Source: an optimization exercise on an open RTL-to-GDS flow (aim: small area and a short achievable clock period). Production flows keep margins and buffers that such runs may drop.
RTL that was checked went through simulation tests only; none was proved equivalent to the original.
Power and IR drop assume default switching activity.

## trial 22
## mm2s_dds_modulator
module mm2s_dds_modulator(
    input wire          S_AXI_CLK,
    input wire          S_AXI_ARESETN,
    output wire         S_AXI_AWREADY,
    input wire   [31:0] S_AXI_AWADDR,
    input wire          S_AXI_AWVALID,
    output wire         S_AXI_WREADY,
    input wire   [31:0] S_AXI_WDATA,
    input wire   [3:0]  S_AXI_WSTRB,
    input wire          S_AXI_WVALID,
    input wire          S_AXI_BREADY,
    output wire  [1:0]  S_AXI_BRESP,
    output wire         S_AXI_BVALID,
    output wire         S_AXI_ARREADY,
    input wire   [31:0] S_AXI_ARADDR,
    input wire          S_AXI_ARVALID,
    input wire          S_AXI_RREADY,
    output wire  [31:0] S_AXI_RDATA,
    output wire  [1:0]  S_AXI_RRESP,
    output wire         S_AXI_RVALID,
    output wire dds_en_o,
    output wire [71:0] m_axis_modulation_tdata,
    output wire m_axis_modulation_tvalid,
    output wire m_axis_modulation_tlast,
    input wire m_axis_modulation_tready
);
==> flow/config.mk <==
export PLATFORM = sky130hd
export DESIGN_NAME = mm2s_dds_modulator
export DESIGN_NICKNAME = mm2s_dds_modulator
export VERILOG_FILES = /design/flow/design.v
export SDC_FILE = /design/flow/constraint.sdc
export NUM_CORES = 4
export LEC_CHECK = 0
export ABC_AREA = 1
export CAP_MARGIN = 20
export CORE_MARGIN = 2
export CORE_UTILIZATION = 40
export SETUP_SLACK_MARGIN = 2.5
export SLEW_MARGIN = 20
==> flow/constraint.sdc <==
create_clock -name core_clock -period 5.5 [get_ports {S_AXI_CLK}]
set_input_delay 1.1000 -clock core_clock [delete_from_list [all_inputs] [get_ports {S_AXI_CLK}]]
set_output_delay 1.1000 -clock core_clock [all_outputs]
set_load 0.01 [all_outputs]
standard.sh (not shown) runs the stock make flow with config.mk's settings and CLKGATE_MAP_FILE= SYNTH_SCRIPT=/design/flow/synth_recipe.tcl, a recipe that flattens the netlist after the stock synthesis.
==> flow/flow/run.sh <==
#!/bin/bash
cp standard.sh standard_sh.log
export BUFFER_PORTS_ARGS="-buffer_cell sky130_fd_sc_hd__buf_1"
bash standard.sh > standard.log 2>&1
> inputs changed (trial 22 -> trial 96)
Settings: ABC_AREA: 1 -> unset; SETUP_SLACK_MARGIN: 2.5 -> 2.8.
==> comparison <==
Taking trial 22 as the reference, in trial 96 number of unique standard cell types used by synthesis went up by 21, die footprint went up by 800 sq um, portion of total power attributed to combinational logic went up by 0.3 points, horizontal die dimension went up by about 1%.
Trial 96 vs trial 22 on fraction of the mapped netlist area in compound gates: trial 96 is the higher one.
The lower via count came out of trial 96.
Every stage of the flow completed for trial 96, and the final layout passed the timing, DRC and antenna checks.

========
The RTL this note starts from:
==> flow/design.v <==
package dds_modulator_pkg;
parameter FCLK_MHZ = 125;
parameter ENABLE_BIT = 0;
parameter DEBUG_BIT = 1;
parameter STATE_BITS = 3;    
parameter CONT_NO_MOD =     3'b?01;    
parameter CONT_MOD_FREC =   3'b111;
parameter CONT_MOD_PHASE =  3'b011;
parameter PULS_NO_MOD =     3'b?00;
parameter PULS_MOD_FREC =   3'b110;
parameter PULS_MOD_PHASE =  3'b010;
parameter PULS_NO_MOD_TB =     3'b000;
parameter CONT_NO_MOD_TB =  3'b001;    
parameter PERIOD_COUNTER_BITS = 15;
parameter PINC_BITS = 30;    
parameter BARKER_2 = 2'b10;
parameter BARKER_3 = 3'b110;
parameter BARKER_4 = 4'b1011;
parameter BARKER_5 = 5'b11101;
parameter BARKER_7 = 7'b1110010;
parameter BARKER_11 = 11'b11100010010;
parameter BARKER_13 = 13'b1111100110101;
parameter PHASE_OFFSET_180 = 536870911;
parameter MAX_DEBUG_PACKETS = 125000;
endpackage
`timescale 1ns / 1ps
module mm2s_dds_modulator(
    input wire          S_AXI_CLK,
    input wire          S_AXI_ARESETN,
    output wire         S_AXI_AWREADY,
    input wire   [31:0] S_AXI_AWADDR,
    input wire          S_AXI_AWVALID,
    output wire         S_AXI_WREADY,
    input wire   [31:0] S_AXI_WDATA,
    input wire   [3:0]  S_AXI_WSTRB,
    input wire          S_AXI_WVALID,
    input wire          S_AXI_BREADY,
    output wire  [1:0]  S_AXI_BRESP,
    output wire         S_AXI_BVALID,
    output wire         S_AXI_ARREADY,
    input wire   [31:0] S_AXI_ARADDR,
    input wire          S_AXI_ARVALID,
    input wire          S_AXI_RREADY,
    output wire  [31:0] S_AXI_RDATA,
    output wire  [1:0]  S_AXI_RRESP,
    output wire         S_AXI_RVALID,
    output wire dds_en_o,
    output wire [71:0] m_axis_modulation_tdata,
    output wire m_axis_modulation_tvalid,
    output wire m_axis_modulation_tlast,
    input wire m_axis_modulation_tready
);
    wire clk  = S_AXI_CLK;
    wire rstn = S_AXI_ARESETN;
    localparam [16:0] LFSR_LAST = 17'h1C742;
    reg w_data, w_resp;
    reg [2:0] widx;      
    always @(posedge clk) begin
        if (!rstn) begin
            w_data <= 1'b0;
            w_resp <= 1'b0;
        end else begin
            w_data <= w_data ? ~S_AXI_WVALID : (~w_resp & S_AXI_AWVALID);
            w_resp <= w_resp ? ~S_AXI_BREADY : (w_data & S_AXI_WVALID);
        end
    end
    assign S_AXI_AWREADY = ~(w_data | w_resp);
    assign S_AXI_WREADY  = w_data;
    assign S_AXI_BVALID  = w_resp;
    assign S_AXI_BRESP   = 2'b00;
    wire aw_bad = |S_AXI_AWADDR[1:0] | |S_AXI_AWADDR[7:5] | (S_AXI_AWADDR[4] & S_AXI_AWADDR[3]);
    always @(posedge clk)
        if (!w_data) widx <= aw_bad ? 3'd7 : S_AXI_AWADDR[4:2];
    wire wr = w_data & S_AXI_WVALID;
    wire we0 = wr & (widx == 3'd0);
    wire we1 = wr & (widx == 3'd1);
    wire we2 = wr & (widx == 3'd2);
    wire we3 = wr & (widx == 3'd3);
    wire we4 = wr & (widx == 3'd4);
    wire we5 = wr & (widx == 3'd5);
    reg [31:0] cfg0, cfg1, cfg2, cfg3, cfg4, cfg5;
    reg tlast_q;
    wire [31:0] cfg0_n;
    assign cfg0_n[0]    = !rstn ? 1'b0 : we0 ? S_AXI_WDATA[0] : cfg0[0];
    assign cfg0_n[1]    = !rstn ? 1'b0 : cfg0[1] ? ~tlast_q : (we0 & S_AXI_WDATA[1]);
    assign cfg0_n[31:2] = !rstn ? 30'd0 : we0 ? S_AXI_WDATA[31:2] : cfg0[31:2];
    wire [31:0] cfg1_n = !rstn ? 32'd0 : we1 ? S_AXI_WDATA : cfg1;
    wire [31:0] cfg2_n = !rstn ? 32'd0 : we2 ? S_AXI_WDATA : cfg2;
    wire [31:0] cfg3_n = !rstn ? 32'd0 : we3 ? S_AXI_WDATA : cfg3;
    wire [31:0] cfg4_n = !rstn ? 32'd0 : we4 ? S_AXI_WDATA : cfg4;
    wire [31:0] cfg5_n = !rstn ? 32'd0 : we5 ? S_AXI_WDATA : cfg5;
    always @(posedge clk) begin
        cfg0 <= cfg0_n;
        cfg1 <= cfg1_n;
        cfg2 <= cfg2_n;
        cfg3 <= cfg3_n;
        cfg4 <= cfg4_n;
        cfg5 <= cfg5_n;
    end
    reg r_valid;
    reg [31:0] rdata;
    always @(posedge clk) begin
        if (!rstn) r_valid <= 1'b0;
        else       r_valid <= r_valid ? ~S_AXI_RREADY : S_AXI_ARVALID;
    end
    assign S_AXI_ARREADY = ~r_valid;
    assign S_AXI_RVALID  = r_valid;
    assign S_AXI_RDATA   = rdata;
    assign S_AXI_RRESP   = 2'b00;
    wire ar_bad = |S_AXI_ARADDR[1:0] | |S_AXI_ARADDR[7:5];
    reg [31:0] rsel;
    always @(*) begin
        case (S_AXI_ARADDR[4:2])
            3'd0: rsel = cfg0;
            3'd1: rsel = cfg1;
            3'd2: rsel = cfg2;
            3'd3: rsel = cfg3;
            3'd4: rsel = cfg4;
            3'd5: rsel = cfg5;
            default: rsel = 32'd0;
        endcase
        if (ar_bad) rsel = 32'd0;
    end
    always @(posedge clk)
        if (!r_valid) rdata <= rsel;
    wire        en     = cfg0[0];
    wire        dbg    = cfg0[1];
    wire [2:0]  sb     = cfg1[2:0];
    wire [14:0] period = cfg2[14:0];
    wire [14:0] tau_n  = cfg2_n[30:16];
    wire [29:0] pinc   = cfg3[29:0];
    wire [29:0] phigh  = cfg4[29:0];
    wire [29:0] delta  = cfg5[29:0];
    wire [3:0]  bnum   = cfg5[31:28];
    reg  [14:0] pcnt;
    reg         ge_q;        
    reg  [29:0] mcnt;
    reg  [3:0]  bcnt;
    reg         sel_m_q;     
    reg         sel_p_q;     
    reg         offset_q;    
    reg  [16:0] lfsr;
    wire pto_n = sb[0] | ~ge_q;             
    wire [14:0] pcnt_inc = pcnt + 15'd1;
    wire [14:0] pcnt_n = (!rstn || (!sb[0] && pcnt == period)) ? 15'd0 :
                         (!sb[0] && en) ? pcnt_inc : pcnt;
    wire ge_n = (pcnt_n >= tau_n);
    wire        ramp  = sb[2] & sb[1];
    wire        run   = en & sb[1] & pto_n;
    wire        mcmp  = (mcnt >= phigh);
    wire [29:0] mstart = ramp ? pinc : 30'd0;
    wire [29:0] msum  = mcnt + (sb[2] ? delta : 30'd1);
    wire [29:0] mcnt_n = (run && !mcmp) ? msum : mstart;
    wire        barker_en = ~sb[2] & sb[1] & pto_n;
    wire        bwrap     = (bcnt == bnum - 4'd1);
    wire [3:0]  bcnt_inc  = bcnt + 4'd1;
    wire        bstep     = run & mcmp;
    wire [3:0]  bcnt_n    = (!barker_en) ? 4'd0 : !bstep ? bcnt : bwrap ? 4'd0 : bcnt_inc;
    wire [15:0] code_n = {3'b000, cfg5_n[12:0]};
    wire        code_hold = code_n[bcnt];
    wire        code_inc  = bwrap ? code_n[0] : code_n[bcnt_inc];
    wire        code_bit  = (!barker_en) ? code_n[0] : bstep ? code_inc : code_hold;
    wire        bmode_n   = ~cfg1_n[2] & cfg1_n[1];
    wire        offset_n  = bmode_n & ~code_bit;
    wire        pon_n  = cfg1_n[0] | ~ge_n;
    wire        ramp_n = cfg1_n[2] & cfg1_n[1];
    wire        cnt_go  = rstn & m_axis_modulation_tready & en & dbg & ~tlast_q;
    wire [16:0] lfsr_n  = cnt_go ? {lfsr[15:0], ~(lfsr[16] ^ lfsr[13])} : 17'd0;
    wire        tlast_n = cnt_go & (lfsr == LFSR_LAST);
    always @(posedge clk) begin
        pcnt     <= pcnt_n;
        ge_q     <= ge_n;
        mcnt     <= mcnt_n;
        bcnt     <= bcnt_n;
        offset_q <= offset_n;
        sel_m_q  <= ramp_n & pon_n;
        sel_p_q  <= ~ramp_n & pon_n;
        lfsr     <= lfsr_n;
        tlast_q  <= tlast_n;
    end
    assign dds_en_o = en;
    assign m_axis_modulation_tvalid = en & m_axis_modulation_tready;
    assign m_axis_modulation_tlast  = tlast_q;
    assign m_axis_modulation_tdata  = {7'b0, ~sb[0] & ge_q, 2'b00, 1'b0, {29{offset_q}}, 2'b00,
                                       ({30{sel_m_q}} & mcnt) | ({30{sel_p_q}} & pinc)};
endmodule
make LEC_CHECK=0 CAP_MARGIN=20 CORE_MARGIN=2 CORE_UTILIZATION=40 SETUP_SLACK_MARGIN=2.5 SLEW_MARGIN=20 finish   # period 5.5 ns
run.sh (not shown) runs the stock make flow with config.mk's settings and CLKGATE_MAP_FILE= SYNTH_SCRIPT=/design/flow/synth_recipe.tcl, a recipe that flattens the netlist after the stock synthesis.
Stock flow here: none of the scripts above is used.
Change:
Settings changed: SETUP_SLACK_MARGIN 2.5 to unset.
Synthesized area is unchanged.
Fmax drops by 31%.
Wire length drops by 5.2%.
Global-route usage drops by 1.2 points.
Change:
Settings changed: SETUP_SLACK_MARGIN set to 3.5.
- total power drops slightly
- area after synthesis stays the same
- final area climbs by about a fifth
- routed wire length climbs by roughly a tenth
- final cell count climbs by a few percent
- fmax climbs by well over a third
- non-clock buffer count climbs by 150
- die area stays the same
No run of this note included a check of the RTL's function; only the layout flow was run.

separate check: timing with driven ports:
No port has a modelled driver above. Below, the same layouts with a new extraction and two added sets of constraints. Step 1, drivers: a clkbuf_16 drives S_AXI_CLK and a buf_2 each remaining input, both assumed. Step 2, shift: input delay + t, output delay - t, t = (earliest + latest rising clock arrival at the registers) / 2. This alone moves slack from input paths to output paths. a / b / c = ideal ports / drivers / drivers and shift; a / b = the first two.
| run | t, ns | setup slack, ns | clock arrival spread, ns | worst data-port slew with drivers (ns) |
|---|---|---|---|---|
| trial 22 | 0.575 | 2.521 / 2.468 / 1.984 | 0.022 / 0.022 | 0.08 |
| trial 96 | 0.575 | 2.634 / 2.634 / 2.350 | 0.018 / 0.018 | 0.07 |
| the first run of note 2 | 0.573 | 2.441 / 2.446 / 1.874 | 0.016 / 0.017 | 0.06 |
| the second run of note 2 | 0.599 | 1.074 / 1.106 / 0.507 | 0.028 / 0.029 | 0.05 |
| the third run of note 2 | 0.591 | 2.351 / 2.349 / 1.759 | 0.014 / 0.015 | 0.06 |
After both steps every run listed still meets setup and hold. The setup slack of the third run of note 2, which loses most, moves by -0.002 ns with the drivers and by -0.592 ns with both steps.
